What follows belongs to an exercise in optimizing a design on an open flow for small area, a short achievable clock period and few clock cycles per item; a production flow would make more cautious choices. In this exercise RTL edits were held to simulation tests only and were not proved equivalent to the original. No activity file was given, so power comes from the tool's default toggle rates.

==> flow/design.v, too long to show whole: its modules and the start of the top module <==
// module synBusSatRnd: 113 lines
// module singleDelayWithEnableGeneric: 17 lines
// module synDelayWithEnableGeneric: 291 lines
// module synDelayWithEnable: 18 lines
// module FixedPointMultiplier: 37 lines
// module FixedPointAdder: 36 lines
// module Neuron: 1392 lines
// module FA: 4 lines
// module HAN: 4 lines
module Neuron (
 input clk,
 input GlobalReset,             
 input Input_Valid,             
 input [11:0] Bias,             
 output Idle,
 input [335:0] Row_Wgt,         
 input [27:0] Row_Pix,          
 output Row_Ready,              
 output [18:0] NeuronOutput,
 output OutputReady);
  // ...
==> flow/flow/run.sh <==
#!/bin/bash
# The standard layout (the standard.sh: standard synthesis, then ORFS to
# finish), with the ports buffered by sky130_fd_sc_hd__buf_1 cells instead of
# the delay buffers buffer_ports picks by default. Make's output goes to
# flow.log; each ORFS step keeps its own log under orfs/logs/.
set -euo pipefail
bash standard.sh "BUFFER_PORTS_ARGS=-buffer_cell sky130_fd_sc_hd__buf_1" finish > flow.log 2>&1
==> flow/standard.sh <==
#!/bin/bash
# synth_recipe.tcl (not shown) runs the flow's synth.tcl, then flattens the netlist and writes it again
# the make line also repeats each setting of config.mk as NAME=value (left out here)
make -C /OpenROAD-flow-scripts/flow DESIGN_CONFIG=/design/flow/config.mk WORK_HOME=/design/flow/orfs CLKGATE_MAP_FILE= SYNTH_SCRIPT=/design/flow/synth_recipe.tcl "${@:-finish}"
==> flow/config.mk <==
export PLATFORM = sky130hd
export DESIGN_NAME = Neuron
export DESIGN_NICKNAME = Neuron
export VERILOG_FILES = /design/flow/design.v
export SDC_FILE = /design/flow/constraint.sdc
export NUM_CORES = 4
export LEC_CHECK = 0
export CAP_MARGIN = 20
export CORE_MARGIN = 2
export CORE_UTILIZATION = 55
export CTS_BUF_LIST = sky130_fd_sc_hd__clkbuf_8
export CTS_CLUSTER_DIAMETER = 60
export CTS_CLUSTER_SIZE = 16
export PLACE_DENSITY = 0.75
export SETUP_SLACK_MARGIN = 1.75
export SLEW_MARGIN = 20
export SYNTH_HIERARCHICAL = 1
export SYNTH_MINIMUM_KEEP_SIZE = 0
==> flow/constraint.sdc <==
create_clock -name core_clock -period 4.0 [get_ports {clk}]
set_input_delay 0.8000 -clock core_clock [delete_from_list [all_inputs] [get_ports {clk}]]
set_output_delay 0.8000 -clock core_clock [all_outputs]
set_load 0.01 [all_outputs]
==> flow_summary.toml, run 1 <==
[run_status]
status = "finished clean"

[critical_path]
worst-path-buf-inv = 2
r2r_end = "p1_4_1"
cp-startpoint = "Row_Pix[4]"
cp_slowest_cell = "fa_2"
reg2reg_depth = 4
worst_ep_arrival_time_ns = 2.79

[global_route]
antenna_found_initial = 5
grt_pass1_vias = 11900
busiest_layer = "met2"
track_usage = 0.383
grt_pass1_wl_um = 71100

[routing]
viasPerCell = 5.61
dr_wl_met3_um = 4680
wl_met2_um = 23700
routed_wl_um = 50200
drc = 0

[pwr]
switching_share = 0.398
ir_worst_vdd_mv = 0.431
pwr-share-clk = 0.110
p_leak_nw = 6.66

[layout]
signal_buffer_area_fraction = 0.160
finalNonFillerCells = 1949

[clock_network]
cts_tree = "done"
cts-htree-levels = 1

[floorplan]
die_area_um2 = 26600
pin_count = 401
taps = 330

[synth]
syn_avg_cell_area_um2 = 12.1

[placed_design]
dpl_worst_slack_ns = 0.688
io_buffers = 400

[timing]
tns_ns = 0
Testbench counts, summed over its fixed seeds: cycles 5,960, items 192.
==> run 2: changes to the inputs <==
--- a/flow/design.v
+++ b/flow/design.v
@@ -517,48 +517,53 @@
  input [11:0] Bias,             
  output Idle,
  input [335:0] Row_Wgt,         
  input [27:0] Row_Pix,          
  output Row_Ready,              
  output [18:0] NeuronOutput,
  output OutputReady);
 reg busy;
+reg idle_r;
 reg take_r;
 reg [5:0] cyc;       
 reg o_OutputReady;
-wire start = Input_Valid & ~busy;
+wire start = Input_Valid & idle_r;
 wire take = start | take_r;
-assign Idle = ~busy;
+assign Idle = idle_r;
 assign Row_Ready = take;
 assign OutputReady = o_OutputReady;
 reg [1:0] vld_r;    
 always @(posedge clk or negedge GlobalReset) begin
   if (!GlobalReset) begin
     busy <= 1'b0;
+    idle_r <= 1'b0;
     take_r <= 1'b0;
     cyc <= 6'd0;
     o_OutputReady <= 1'b0;
     vld_r <= 0;
   end else begin
     vld_r <= {vld_r[0:0], take};
     if (start) begin
       busy <= 1'b1;
+      idle_r <= 1'b0;
       take_r <= 1'b1;
       cyc <= 6'd1;
       o_OutputReady <= 1'b0;
     end else if (busy) begin
       cyc <= cyc + 6'd1;
       if (cyc == 6'd27)
         take_r <= 1'b0;
       if (cyc == 6'd30) begin
         busy <= 1'b0;
+        idle_r <= 1'b1;
         o_OutputReady <= 1'b1;
       end
-    end
+    end else
+      idle_r <= 1'b1;
   end
 end
 wire [11:0] pp [0:27];
 genvar g;
 generate
 for (g = 0; g < 28; g = g + 1) begin : PP
   assign pp[g] = ~(Row_Wgt[12*g +: 12] & {12{Row_Pix[g]}});
 end
--- a/flow/config.mk
+++ b/flow/config.mk
@@ -7,12 +7,12 @@
 export LEC_CHECK = 0
 export CAP_MARGIN = 20
 export CORE_MARGIN = 2
 export CORE_UTILIZATION = 55
 export CTS_BUF_LIST = sky130_fd_sc_hd__clkbuf_8
 export CTS_CLUSTER_DIAMETER = 60
 export CTS_CLUSTER_SIZE = 16
 export PLACE_DENSITY = 0.75
-export SETUP_SLACK_MARGIN = 1.75
+export SETUP_SLACK_MARGIN = 1.6
 export SLEW_MARGIN = 20
 export SYNTH_HIERARCHICAL = 1
 export SYNTH_MINIMUM_KEEP_SIZE = 0
==> flow_summary.toml, run 2 <==
[layout]
top_regs = "acc_s x19, o_NeuronOutput x19, acc_c x15"
syn_to_final_growth_pct = 19.8
layout.nets = 2308
finalNonFillerCells = 1909
stdcell_area_um2 = 16700
layout_commonest_cell = "buf_1"
drive_above_1_share = 0.0914
final_cell_mix = "buf_1, fa_1, nand2_1, dfxtp_1, nand2b_1"

[worst_hold_path]
hold_path_class = "in -> async"

[global_route]
grt_pass1_vias = 11300
antenna_found_initial = 3
grt_pass1_wl_um = 62800
grt.overflow.total = 0
track_usage = 0.330
grt_max_degree = 51

[floorplan]
fp-row-count = 58
die-width_um = 163
pin_count = 401
die_y_um = 163
start_util = 0.558
core_um2 = 25000
die_area_um2 = 26700

[routing]
vias = 10200
viasPerCell = 5.33
routed_wl_um = 43700
drt_first_pass_iters = 7
drc = 0
drt-initial-drc-count = 874
wl_per_cell_um = 22.9
postRouteAntennaNets = 0

[placed_design]
gp_congestion = 0.948
io_buffers = 400
place_inst = 1879
post_dp_cell_area_um2 = 16200
dpl_worst_slack_ns = 0.668
hpwl_um = 36600

[clock_network]
cts_hold_buf = 0
cts-htree-levels = 1
clockBufferDepth = 3
numCtsBuffers = 18
cts_tree = "done"
clock_latency_ns = 0.50
clock_sinks = 212
path_clk_slew_ns = 0.10
root_buffer = "clkbuf_8"

[pwr]
ir_worst_vdd_mv = 0.605
p_leak_nw = 6.16
p_per_area_nw_per_um2 = 731

[critical_path]
cp-startpoint = "Row_Pix[2]"
path_class = "in -> reg"
reg2reg_depth = 4
r2r_setup_slack_ns = 1.85
cp_slowest_cell = "fa_2"
slowest_delay_ns = 0.62
r2r_end = "p1_2_0"
endpoint_kind = "register"
critPathMostFrequentCell = "fa_1"
worst_ep_arrival_time_ns = 2.80
timing.rr.start = "p0_1_0"
cp_max_fo = 12
crit_chain = "buf_1, buf_4, nand2_1, fa_1, fa_2, fa_1"
critPathCapture = "p0_6_6"
cp_data_required_time_ns = 4.39
cp-start-kind = "primary input"

[synth]
syn_inst = 1159
synth_warnings = 7
synth_area_um2 = 14000
syn_avg_cell_area_um2 = 12.1

[timing]
max_freq_ghz = 0.415
finalCritPeriodShare = 0.602
finClkSkew_ns = 0.0173
worst_slack_ns = 1.59
hold_viol_final = 0
finalSetupViolations = 0
finalMaxSlewViolations = 0
tightestPinTransition_ns = 0.865
slew_headroom = 0.424
tns_ns = 0
rsz0062_at_grt = "yes"
period_minus_slack_ns = 2.41

[run_status]
status = "finished clean"

[job]
cap_violations = 0
==> run 2: where the power goes <==
group / internal [mW] / total (mW) / switching, mW / leakage (nW)
clock: 0.514 / 1.22 / 0.704 / 0.178
sequential: 3.20 / 3.78 / 0.573 / 1.82
combinational: 3.58 / 7.24 / 3.66 / 4.17
total: 7.29 / 12.2 / 4.94 / 6.16
==> run 2: how the worst min path moves through the flow <==
| stage | end | slack (ns) | cells after the start |
|---|---|---|---|
| global route | cyc[4] | 0.28 | 1 |
| detailed placement | p1_13_2 | 0.40 | 1 |
| CTS | cyc[4] | 0.23 | 1 |
| finish | cyc[4] | 0.25 | 1 |
| floorplan | o_NeuronOutput[0] | 0.37 | 1 |
| global placement | o_NeuronOutput[0] | 0.38 | 1 |
==> run 2: routing by layer <==
| metal | share of wire | vias to the layer above | global-route usage |
|---|---|---|---|
| met5 | 0 | - | 0 |
| met4 | 0.050 | 0 | 0.139 |
| met3 | 0.081 | 130 | 0.0673 |
| met2 | 0.50 | 571 | 0.566 |
| met1 | 0.37 | 5124 | 0.410 |
| li1 | - | 4355 | - |
==> run 2: per-stage QoR <==
stage	utilization	hold WS, ns	power [mW]
after CTS	0.662	0.231	12.3
after global routing	0.669	0.278	13.6
final	0.669	0.251	12.2
after floorplan	-	0.366	8.90
after global placement	0.646	0.381	10.7
after detailed placement	0.646	0.396	11.0
==> run 2: final cells by class <==
type	count	area [µm²]
Multi-Input combinational cell	888	9690
Antenna cell	3	7.51
Inverter	21	78.8
Fill cell	1984	8290
Clock inverter	6	70.1
Timing Repair Buffer	430	1920
Tap cell	330	413
Clock buffer	19	262
Sequential cell	212	4300
==> run 2: worst max-delay path, delay by kind of cell <==
kind	cells	cell delay [ns]
AND/OR/NAND/NOR	1	0.19
buffers and inverters	2	0.32
adder cells (fa/ha/maj)	3	1.46
==> run 2: repair_timing <==
item / CTS / global route
pin swaps: 1 / 5
resized for setup: 25 / 33
setup endpoints to repair: 97 / 29
cloned: 0 / 2
buffers inserted: 0 / 0
Testbench counts of run 2, summed over its fixed seeds: cycles 5,960, items 192.
==> run 3: changes to the inputs <==
--- a/flow/config.mk
+++ b/flow/config.mk
@@ -5,6 +5,7 @@
 export SDC_FILE = /design/flow/constraint.sdc
 export NUM_CORES = 4
 export LEC_CHECK = 0
+export ABC_AREA = 1
 export CAP_MARGIN = 20
 export CORE_MARGIN = 2
 export CORE_UTILIZATION = 55
==> flow_summary.toml, run 3 <==
[run_status]
status = "finished clean"

[synth]
syn_avg_cell_area_um2 = 11.1
syn_inst = 1285
synth_area_um2 = 14300
synth_warnings = 7

[timing]
finClkSkew_ns = 0.0280
finalSetupViolations = 0
finalMaxSlewViolations = 0
max_freq_ghz = 0.413
finalCritPeriodShare = 0.605
period_minus_slack_ns = 2.42
hold_viol_final = 0
tightestPinTransition_ns = 0.864
rsz0062_at_grt = "yes"
tns_ns = 0
slew_headroom = 0.424

[pwr]
pwr-share-clk = 0.097
pwr-share-seq = 0.305
internal_power_mw = 6.85
switching_power_mw = 5.04
switching_share = 0.424
p_leak_nw = 6.69
ir_worst_vdd_mv = 0.488
p_per_area_nw_per_um2 = 693
combPwrFrac = 0.598

[clock_network]
numCtsBuffers = 18
cts-htree-levels = 1
clockBufferDepth = 3
clock_sinks = 212
clock_latency_ns = 0.53
cts_tree = "done"
root_buffer = "clkbuf_8"
cts_hold_buf = 0
path_clk_slew_ns = 0.09

[routing]
viasPerCell = 5.20
wl_per_cell_um = 21.7
drt-initial-drc-count = 800
routed_wl_um = 44700
drt_first_pass_iters = 5
drc = 0
vias = 10700
postRouteAntennaNets = 0

[layout]
drive_above_1_share = 0.114
finalNonFillerCells = 2056
top_regs = "acc_s x19, o_NeuronOutput x19, acc_c x15"
fillers = 1995
layout_commonest_cell = "nand2_1"
syn_to_final_growth_pct = 20.3
layout.nets = 2449
stdcell_area_um2 = 17200
final_cell_mix = "nand2_1, buf_1, fa_1, dfxtp_1, inv_1"

[critical_path]
r2r_end = "acc_c[13]"
cp_max_fo = 6
cp-start-kind = "primary input"
endpoint_kind = "register"
path_class = "in -> reg"
reg2reg_depth = 4
r2r_setup_slack_ns = 1.73
timing.rr.start = "p1_13_0"
worst_ep_arrival_time_ns = 2.89
cp_data_required_time_ns = 4.47

[placed_design]
post_dp_cell_area_um2 = 16500
place_inst = 2010
hpwl_um = 36700
gp_congestion = 1.00
io_buffers = 400

[global_route]
grt.overflow.total = 0
grt_pass1_wl_um = 64500
track_usage = 0.334
grt_pass1_vias = 11600
grt_max_degree = 28
antenna_found_initial = 7

[floorplan]
fp-row-count = 58
die_y_um = 165
start_util = 0.563
die-width_um = 165
core_um2 = 25300
pin_count = 401
die_area_um2 = 27200

[job]
cap_violations = 0

[worst_hold_path]
hold_path_class = "in -> async"
## run 3: power groups by stage
stage          clock network (mW)  registers, mW  logic (mW)
3_5_place_dp                    0           3.68        7.05
2_1_floorplan                   0           3.60        5.15
6_report                     1.15           3.62        7.11
3_3_place_gp                    0           3.66        6.72
4_1_cts                      1.19           3.64        7.14
5_1_grt                      1.26           3.72        8.33
## run 3: worst max path at each step
stage | start | to | slack (ns) | cells past startpoint
after floorplan | Row_Pix[8] | p0_2_6 | 1.41 | 5
after global placement | Row_Pix[1] | p0_4_7 | 0.63 | 6
after detailed placement | Row_Pix[1] | p0_3_7 | 0.65 | 6
after CTS | idle_r | Row_Ready | 1.60 | 5
after global routing | idle_r | Row_Ready | 1.55 | 5
final | Row_Pix[8] | p0_4_7 | 1.58 | 6
## run 3: per-stage QoR
step / utilization / total power [mW] / setup slack, ns / hold slack (ns)
after floorplan: - / 8.75 / 1.41 / 0.366
after global placement: 0.651 / 10.4 / 0.630 / 0.386
after detailed placement: 0.651 / 10.7 / 0.648 / 0.394
after CTS: 0.669 / 12.0 / 1.60 / 0.236
after global routing: 0.677 / 13.3 / 1.55 / 0.252
final: 0.677 / 11.9 / 1.58 / 0.253
## run 3: critical path, cell delays in order
cell	delay, ns
clkbuf_4	0.19
clkbuf_16	0.21
nand2_2	0.08
fa_1	0.54
fa_1	0.53
fa_1	0.54
## run 3: layer usage
metal | vias to the layer above | track usage | share of wire
met2 | 570 | 0.562 | 0.49
met4 | 0 | 0.155 | 0.063
li1 | 4700 | - | -
met3 | 133 | 0.0663 | 0.086
met1 | 5283 | 0.418 | 0.37
met5 | - | 0 | 0
## run 3: cell type report
| type | count | area, µm² | area share |
|---|---|---|---|
| clock inverters | 9 | 52.6 | 0.00306 |
| repair buffers | 441 | 2060 | 0.120 |
| multi-input cells | 946 | 9700 | 0.566 |
| clock buffers | 19 | 262 | 0.0152 |
| flip-flops and latches | 212 | 4300 | 0.251 |
| inverters | 92 | 349 | 0.0204 |
| diodes | 6 | 15.0 | 0.000875 |
| repair inverters | 1 | 5.00 | 0.000292 |
| well taps | 330 | 413 | 0.0241 |
## run 3: what timing repair did
item                                    4_1_cts  5_1_grt
cloned                                        2        3
endpoints found under the setup margin       97       33
pin swaps                                     1        2
endpoints found under the hold margin         0        0
gates resized for setup                      31       30
setup buffers                                 4        3
==> run 4: changes to the inputs <==
--- a/flow/config.mk
+++ b/flow/config.mk
@@ -5,15 +5,16 @@
 export SDC_FILE = /design/flow/constraint.sdc
 export NUM_CORES = 4
 export LEC_CHECK = 0
-export ABC_AREA = 1
 export CAP_MARGIN = 20
 export CORE_MARGIN = 2
 export CORE_UTILIZATION = 55
 export CTS_BUF_LIST = sky130_fd_sc_hd__clkbuf_8
 export CTS_CLUSTER_DIAMETER = 60
 export CTS_CLUSTER_SIZE = 16
+export HOLD_SLACK_MARGIN = 0
 export PLACE_DENSITY = 0.75
 export SETUP_SLACK_MARGIN = 1.6
 export SLEW_MARGIN = 20
 export SYNTH_HIERARCHICAL = 1
 export SYNTH_MINIMUM_KEEP_SIZE = 0
+export TNS_END_PERCENT = 100
==> flow_summary.toml, run 4 <==
[run_status]
status = "finished clean"

[worst_hold_path]
hold_path_class = "in -> async"

[timing]
finalCritPeriodShare = 0.602
hold_viol_final = 0
slew_headroom = 0.424
finalSetupViolations = 0
tns_ns = 0
finalMaxSlewViolations = 0
rsz0062_at_grt = "yes"
finClkSkew_ns = 0.0173
max_freq_ghz = 0.415
tightestPinTransition_ns = 0.865
period_minus_slack_ns = 2.41

[placed_design]
place_inst = 1879
gp_congestion = 0.948
hpwl_um = 36600
post_dp_cell_area_um2 = 16200
io_buffers = 400

[critical_path]
cp-start-kind = "primary input"
cp_max_fo = 12
cp_data_required_time_ns = 4.39
cp_slowest_cell = "fa_2"
critPathMostFrequentCell = "fa_1"
path_class = "in -> reg"
worst_ep_arrival_time_ns = 2.80
reg2reg_depth = 4
endpoint_kind = "register"
crit_chain = "buf_1, buf_4, nand2_1, fa_1, fa_2, fa_1"
slowest_delay_ns = 0.62
r2r_setup_slack_ns = 1.85
timing.rr.start = "p0_1_0"
r2r_end = "p1_2_0"

[floorplan]
die-width_um = 163
start_util = 0.558
core_um2 = 25000
pin_count = 401
die_area_um2 = 26700
die_y_um = 163
fp-row-count = 58

[clock_network]
root_buffer = "clkbuf_8"
clockBufferDepth = 3
cts_hold_buf = 0
clock_latency_ns = 0.50
cts_tree = "done"
clock_sinks = 212
numCtsBuffers = 18
path_clk_slew_ns = 0.10
cts-htree-levels = 1

[job]
cap_violations = 0

[synth]
synth_warnings = 7
syn_avg_cell_area_um2 = 12.1
synth_area_um2 = 14000
syn_inst = 1159

[layout]
stdcell_area_um2 = 16700
final_cell_mix = "buf_1, fa_1, nand2_1, dfxtp_1, nand2b_1"
layout.nets = 2308
drive_above_1_share = 0.0914
layout_commonest_cell = "buf_1"
top_regs = "acc_s x19, o_NeuronOutput x19, acc_c x15"
syn_to_final_growth_pct = 19.8
finalNonFillerCells = 1909

[pwr]
ir_worst_vdd_mv = 0.605
p_leak_nw = 6.16
p_per_area_nw_per_um2 = 731

[global_route]
antenna_found_initial = 3
grt_pass1_vias = 11300
grt_max_degree = 51
grt_pass1_wl_um = 62800
grt.overflow.total = 0
track_usage = 0.330

[routing]
drt_first_pass_iters = 7
vias = 10200
viasPerCell = 5.33
wl_per_cell_um = 22.9
drc = 0
routed_wl_um = 43700
drt-initial-drc-count = 874
postRouteAntennaNets = 0
[run 4: metrics by stage]
step,util,setup WS (ns),power (mW),hold WS (ns)
6_report,0.669,1.59,12.2,0.251
3_5_place_dp,0.646,0.668,11.0,0.396
2_1_floorplan,-,1.41,8.90,0.366
3_3_place_gp,0.646,0.662,10.7,0.381
5_1_grt,0.669,1.58,13.6,0.278
4_1_cts,0.662,1.60,12.3,0.231
[run 4: what timing repair did]
action / CTS / global route
gates cloned: 0 / 2
resized for setup: 25 / 33
setup endpoints to repair: 97 / 29
pin swaps: 1 / 5
setup buffers: 0 / 0
[run 4: power by group]
part	switching [mW]	total, mW	internal (mW)
Sequential	0.573	3.78	3.20
Combinational	3.66	7.24	3.58
Clock	0.704	1.22	0.514
Total	4.94	12.2	7.29
[run 4: metal layers]
layer | share of wire | GRT usage
met1 | 0.37 | 0.410
met3 | 0.081 | 0.0673
met4 | 0.050 | 0.139
met5 | 0 | 0
met2 | 0.50 | 0.566
[run 4: area by class of cell]
cell class              instances  area [µm²]
fillers                      1984        8290
repair buffers                430        1920
clock inverters                 6        70.1
multi-input cells             888        9690
inverters                      21        78.8
well taps                     330         413
diodes                          3        7.51
flip-flops and latches        212        4300
clock buffers                  19         262
[run 4: worst max-delay path by stage]
stage	from	end	slack [ns]	cells after the start
2_1_floorplan	Row_Pix[8]	p0_2_6	1.41	5
3_3_place_gp	Row_Pix[12]	p0_5_7	0.66	6
3_5_place_dp	Row_Pix[12]	p0_9_7	0.67	6
4_1_cts	Row_Pix[10]	p0_9_6	1.60	6
5_1_grt	Row_Pix[17]	p0_9_7	1.58	6
6_report	Row_Pix[2]	p0_6_6	1.59	6
[run 4: worst max-delay path: cells and delay by family]
family / cells / cell delay, ns
buffers and inverters: 2 / 0.32
AND/OR/NAND/NOR: 1 / 0.19
adder cells (fa/ha/maj): 3 / 1.46
==> run 5: changes to the inputs <==
==> flow/config.mk (replaced) <==
export PLATFORM = sky130hd
export DESIGN_NAME = Neuron
export DESIGN_NICKNAME = Neuron
export VERILOG_FILES = /design/flow/design.v
export SDC_FILE = /design/flow/constraint.sdc
export NUM_CORES = 4
export LEC_CHECK = 0
export CAP_MARGIN = 5
export CORE_MARGIN = 2
export CORE_UTILIZATION = 55
export CTS_BUF_LIST = sky130_fd_sc_hd__clkbuf_8
export CTS_CLUSTER_DIAMETER = 60
export CTS_CLUSTER_SIZE = 16
export PLACE_DENSITY = 0.75
export SETUP_SLACK_MARGIN = 1.6
export SLEW_MARGIN = 5
export SYNTH_HIERARCHICAL = 1
export SYNTH_MINIMUM_KEEP_SIZE = 0
==> flow_summary.toml, run 5 <==
[run_status]
status = "finished clean"

[global_route]
grt.overflow.total = 0
grt_pass1_wl_um = 62800
grtUsageMet1 = 0.410
antenna_found_initial = 3
met3_usage = 0.0673
track_usage = 0.330
grt_max_degree = 51
grt_use_met2 = 0.566
grt_pass1_vias = 11300
busiest_layer = "met2"

[routing]
drt_first_pass_iters = 7
drt-initial-drc-count = 874
vias = 10200
wl_per_cell_um = 22.9
drc = 0
postRouteAntennaNets = 0
routed_wl_um = 43700
viasPerCell = 5.33

[floorplan]
die-width_um = 163
start_util = 0.558
die_y_um = 163
pin_count = 401
fp-row-count = 58
core_um2 = 25000
die_area_um2 = 26700

[clock_network]
numCtsBuffers = 18
cts-htree-levels = 1
cts_tree = "done"
root_buffer = "clkbuf_8"
clock_sinks = 212
clock_latency_ns = 0.50
clockBufferDepth = 3
path_clk_slew_ns = 0.10

[layout]
syn_to_final_growth_pct = 19.8
top_regs = "acc_s x19, o_NeuronOutput x19, acc_c x15"
layout.nets = 2308
finalNonFillerCells = 1909
fillers = 1984
final_cell_mix = "buf_1, fa_1, nand2_1, dfxtp_1, nand2b_1"
drive_above_1_share = 0.0914
layout_commonest_cell = "buf_1"

[critical_path]
cp_data_required_time_ns = 4.39
crit_chain = "buf_1, buf_4, nand2_1, fa_1, fa_2, fa_1"
timing.rr.start = "p0_1_0"
cp_slowest_cell = "fa_2"
cp_max_fo = 12
path_class = "in -> reg"
r2r_setup_slack_ns = 1.85
critPathMostFrequentCell = "fa_1"
worst_ep_arrival_time_ns = 2.80
cp-start-kind = "primary input"
endpoint_kind = "register"
reg2reg_depth = 4
slowest_delay_ns = 0.62
r2r_end = "p1_2_0"

[job]
cap_violations = 0

[synth]
synth_warnings = 7
syn_inst = 1159
synth_area_um2 = 14000
syn_avg_cell_area_um2 = 12.1

[timing]
hold_viol_final = 0
finalCritPeriodShare = 0.602
tns_ns = 0
finalMaxSlewViolations = 0
finClkSkew_ns = 0.0173
period_minus_slack_ns = 2.41
slew_headroom = 0.424
tightestPinTransition_ns = 0.865
finalSetupViolations = 0
max_freq_ghz = 0.415
rsz0062_at_grt = "yes"

[placed_design]
place_inst = 1879
hpwl_um = 36600
gp_congestion = 0.948
io_buffers = 400

[worst_hold_path]
hold_path_class = "in -> async"

[pwr]
p_leak_nw = 6.16
ir_worst_vdd_mv = 0.605
p_per_area_nw_per_um2 = 731
run 5: layout make-up:
type / count / area, µm² / share of cell area
tap: 330 / 413 / 0.0247
inverter: 21 / 78.8 / 0.00471
sequential: 212 / 4300 / 0.257
multi-input combinational: 888 / 9690 / 0.579
clock inverter: 6 / 70.1 / 0.00418
timing repair buffer: 430 / 1920 / 0.115
antenna: 3 / 7.51 / 0.000448
clock buffer: 19 / 262 / 0.0156
run 5: critical path: cells and delay by family:
kind	cells	cell delay, ns
AND/OR/NAND/NOR	1	0.19
buffers and inverters	2	0.32
adder cells (fa/ha/maj)	3	1.46
run 5: per-stage QoR:
step                      cell area [µm²]  setup slack, ns  power [mW]   util  hold WS [ns]
final                               16700             1.59        12.2  0.669         0.251
after global routing                16700             1.58        13.6  0.669         0.278
after CTS                           16600             1.60        12.3  0.662         0.231
after detailed placement            16200            0.668        11.0  0.646         0.396
after global placement              16200            0.662        10.7  0.646         0.381
after floorplan                     14400             1.41        8.90      -         0.366
run 5: what timing repair did:
| item | 4_1_cts | 5_1_grt |
|---|---|---|
| resized for setup | 25 | 33 |
| endpoints found under the setup margin | 97 | 29 |
| hold buffers | 0 | 0 |
| pin swaps | 1 | 5 |
| buffers inserted | 0 | 0 |
| gates cloned | 0 | 2 |
run 5: worst max path at each step:
stage | cells past startpoint | from | end
2_1_floorplan | 5 | Row_Pix[8] | p0_2_6
3_3_place_gp | 6 | Row_Pix[12] | p0_5_7
3_5_place_dp | 6 | Row_Pix[12] | p0_9_7
4_1_cts | 6 | Row_Pix[10] | p0_9_6
5_1_grt | 6 | Row_Pix[17] | p0_9_7
6_report | 6 | Row_Pix[2] | p0_6_6
run 5: power breakdown:
group / leakage [nW] / internal, mW / switching, mW
Sequential: 1.82 / 3.20 / 0.573
Clock: 0.178 / 0.514 / 0.704
Combinational: 4.17 / 3.58 / 3.66
Total: 6.16 / 7.29 / 4.94
run 5: layer usage:
layer | share of wire | routed length (µm)
met5 | 0 | 0
met4 | 0.050 | 2170
met3 | 0.081 | 3540
met2 | 0.50 | 21900
met1 | 0.37 | 16100
==> run 6: changes to the inputs <==
==> flow/config.mk (replaced) <==
export PLATFORM = sky130hd
export DESIGN_NAME = Neuron
export DESIGN_NICKNAME = Neuron
export VERILOG_FILES = /design/flow/design.v
export SDC_FILE = /design/flow/constraint.sdc
export NUM_CORES = 4
export LEC_CHECK = 0
export CAP_MARGIN = 20
export CORE_MARGIN = 2
export CORE_UTILIZATION = 55
export CTS_BUF_LIST = sky130_fd_sc_hd__clkbuf_8
export CTS_CLUSTER_DIAMETER = 50
export CTS_CLUSTER_SIZE = 24
export PLACE_DENSITY = 0.75
export SETUP_SLACK_MARGIN = 1.6
export SLEW_MARGIN = 20
export SYNTH_HIERARCHICAL = 1
export SYNTH_MINIMUM_KEEP_SIZE = 0
==> flow_summary.toml, run 6 <==
[layout]
layout.nets = 2312
syn_to_final_growth_pct = 20.9
finalNonFillerCells = 1923
top_regs = "acc_s x19, o_NeuronOutput x19, acc_c x15"
drive_above_1_share = 0.100
multiInputGateArea_um2 = 9700
final_cell_mix = "buf_1, fa_1, nand2_1, dfxtp_1, nand2b_1"
layout_commonest_cell = "buf_1"
fillers = 1945
regArea_um2 = 4300

[floorplan]
fp-row-count = 58
start_util = 0.558
die_area_um2 = 26700
die-width_um = 163
die_y_um = 163
pin_count = 401
core_um2 = 25000

[timing]
rsz0062_at_grt = "yes"
tns_ns = 0
tightestPinTransition_ns = 0.839
finalSetupViolations = 0
slew_headroom = 0.441
finClkSkew_ns = 0.0251
hold_viol_final = 0
max_freq_ghz = 0.415
finalMaxSlewViolations = 0
period_minus_slack_ns = 2.41
finalCritPeriodShare = 0.602

[pwr]
pwr-share-seq = 0.302
p_per_area_nw_per_um2 = 740
combPwrFrac = 0.578
internal_power_mw = 7.44
p_leak_nw = 6.24
pwr-share-clk = 0.120
switching_share = 0.406
ir_worst_vdd_mv = 0.511
switching_power_mw = 5.08

[critical_path]
cp_data_required_time_ns = 4.42
worst_ep_arrival_time_ns = 2.83
cp_max_fo = 12
cp-start-kind = "primary input"
endpoint_kind = "register"
path_class = "in -> reg"

[synth]
synth_warnings = 7
synth_area_um2 = 14000
syn_inst = 1159
syn_avg_cell_area_um2 = 12.1

[clock_network]
path_clk_slew_ns = 0.11
post_cts_buffers = 0
cts_tree = "done"
root_buffer = "clkbuf_8"
clock_sinks = 212
numCtsBuffers = 21
clockBufferDepth = 3
clock_latency_ns = 0.53
cts-htree-levels = 1

[routing]
drt_first_pass_iters = 6
wl_per_cell_um = 22.9
drc = 0
viasPerCell = 5.34
postRouteAntennaNets = 0
dr_wl_met3_um = 3610
routed_wl_um = 44000
drt-initial-drc-count = 915
vias = 10300
wl_met2_um = 21800
met1Wirelength_um = 16300
top_layer = "met4"

[global_route]
antenna_found_initial = 4
grt_max_degree = 51
grt.overflow.total = 0
grt_pass1_vias = 11300
grt_pass1_wl_um = 62700
track_usage = 0.330

[placed_design]
hpwl_um = 36600
place_inst = 1879
gp_congestion = 0.948
io_buffers = 400

[worst_hold_path]
hold_path_class = "in -> async"

[job]
cap_violations = 0

[run_status]
status = "finished clean"
[run 6: repair_timing]
action | CTS | global route
resized for setup | 20 | 33
cloned | 0 | 3
hold buffers | 0 | 0
endpoints found under the setup margin | 97 | 24
[run 6: power by group through the flow]
| stage | Combinational, mW | Clock [mW] | Sequential, mW |
|---|---|---|---|
| after floorplan | 5.18 | 0 | 3.72 |
| after global placement | 6.84 | 0 | 3.81 |
| after detailed placement | 7.20 | 0 | 3.84 |
| after CTS | 7.23 | 1.53 | 3.79 |
| after global routing | 8.38 | 1.62 | 3.88 |
| final | 7.23 | 1.51 | 3.77 |
[run 6: path summary, 6_finish.rpt]
| kind | slack (ns) | endpoint | from | cells past startpoint |
|---|---|---|---|---|
| hold / removal | 0.23 | cyc[4] | GlobalReset | 1 |
| min in group core_clock | 0.42 | o_NeuronOutput[0] | acc_s[0] | 1 |
| setup / recovery | 1.59 | p0_3_7 | Row_Pix[26] | 6 |
| max in group asynchronous | 3.39 | idle_r | GlobalReset | 1 |
| hold reg to reg | 0.42 | o_NeuronOutput[0] | acc_s[0] | 1 |
| setup reg to reg | 1.84 | p1_2_0 | p0_1_0 | 4 |
[run 6: per-layer routing]
metal / up-vias / global-route usage
li1: 4377 / -
met5: - / 0
met3: 142 / 0.0675
met1: 5156 / 0.413
met4: 0 / 0.142
met2: 598 / 0.559
[run 6: layout make-up]
| cell class | count | share of cell area |
|---|---|---|
| Clock inverter | 14 | 0.00962 |
| Clock buffer | 23 | 0.0187 |
| Timing Repair Buffer | 431 | 0.114 |
| Antenna cell | 4 | 0.000592 |
| Inverter | 21 | 0.00466 |
| Multi-Input combinational cell | 888 | 0.574 |
| Tap cell | 330 | 0.0244 |
| Sequential cell | 212 | 0.254 |
[run 6: critical path, stage by stage]
cell	delay (ns)
buf_1	0.10
buf_8	0.20
nand2_1	0.11
fa_1	0.53
fa_1	0.64
fa_1	0.43
[run 6: through the flow]
stage | hold slack (ns) | util | setup slack, ns | cell area [µm²] | power [mW]
final | 0.229 | 0.675 | 1.59 | 16900 | 12.5
after global routing | 0.261 | 0.675 | 1.59 | 16900 | 13.9
after CTS | 0.208 | 0.668 | 1.55 | 16700 | 12.6
after detailed placement | 0.396 | 0.646 | 0.668 | 16200 | 11.0
after global placement | 0.381 | 0.646 | 0.662 | 16200 | 10.7
after floorplan | 0.366 | - | 1.41 | 14400 | 8.90

==> re-timing with driven ports <==
No port has a modelled driver above. Below, the same layouts with a new extraction and two added sets of constraints.
Step 1: set_driving_cell puts a clkbuf_16 on clk and a buf_2 on each other input, an assumption about the parent block.
Step 2 moves the port delays by t, midway between the first and last clock arrival at a register: inputs arrive t later, outputs are due t later. That takes back most of the time a late clock gives input paths.
Slacks: ideal / step 1 / step 2; pairs: ideal / step 1.
run	t (ns)	slack for setup (ns)	slew at the worst register clock pin (ns)
run 1	0.557	1.672 / 1.636 / 1.079	0.10 / 0.10
run 2	0.536	1.590 / 1.605 / 1.069	0.10 / 0.10
run 3	0.555	1.581 / 1.585 / 1.044	0.10 / 0.10
run 4	0.536	1.590 / 1.605 / 1.069	0.10 / 0.10
run 5	0.536	1.590 / 1.605 / 1.069	0.10 / 0.10
run 6	0.559	1.591 / 1.612 / 1.053	0.11 / 0.11
After both steps setup and hold are still met in every run listed. The setup slack of run 1, which loses most, moves by -0.036 ns with the drivers and by -0.593 ns with both steps.
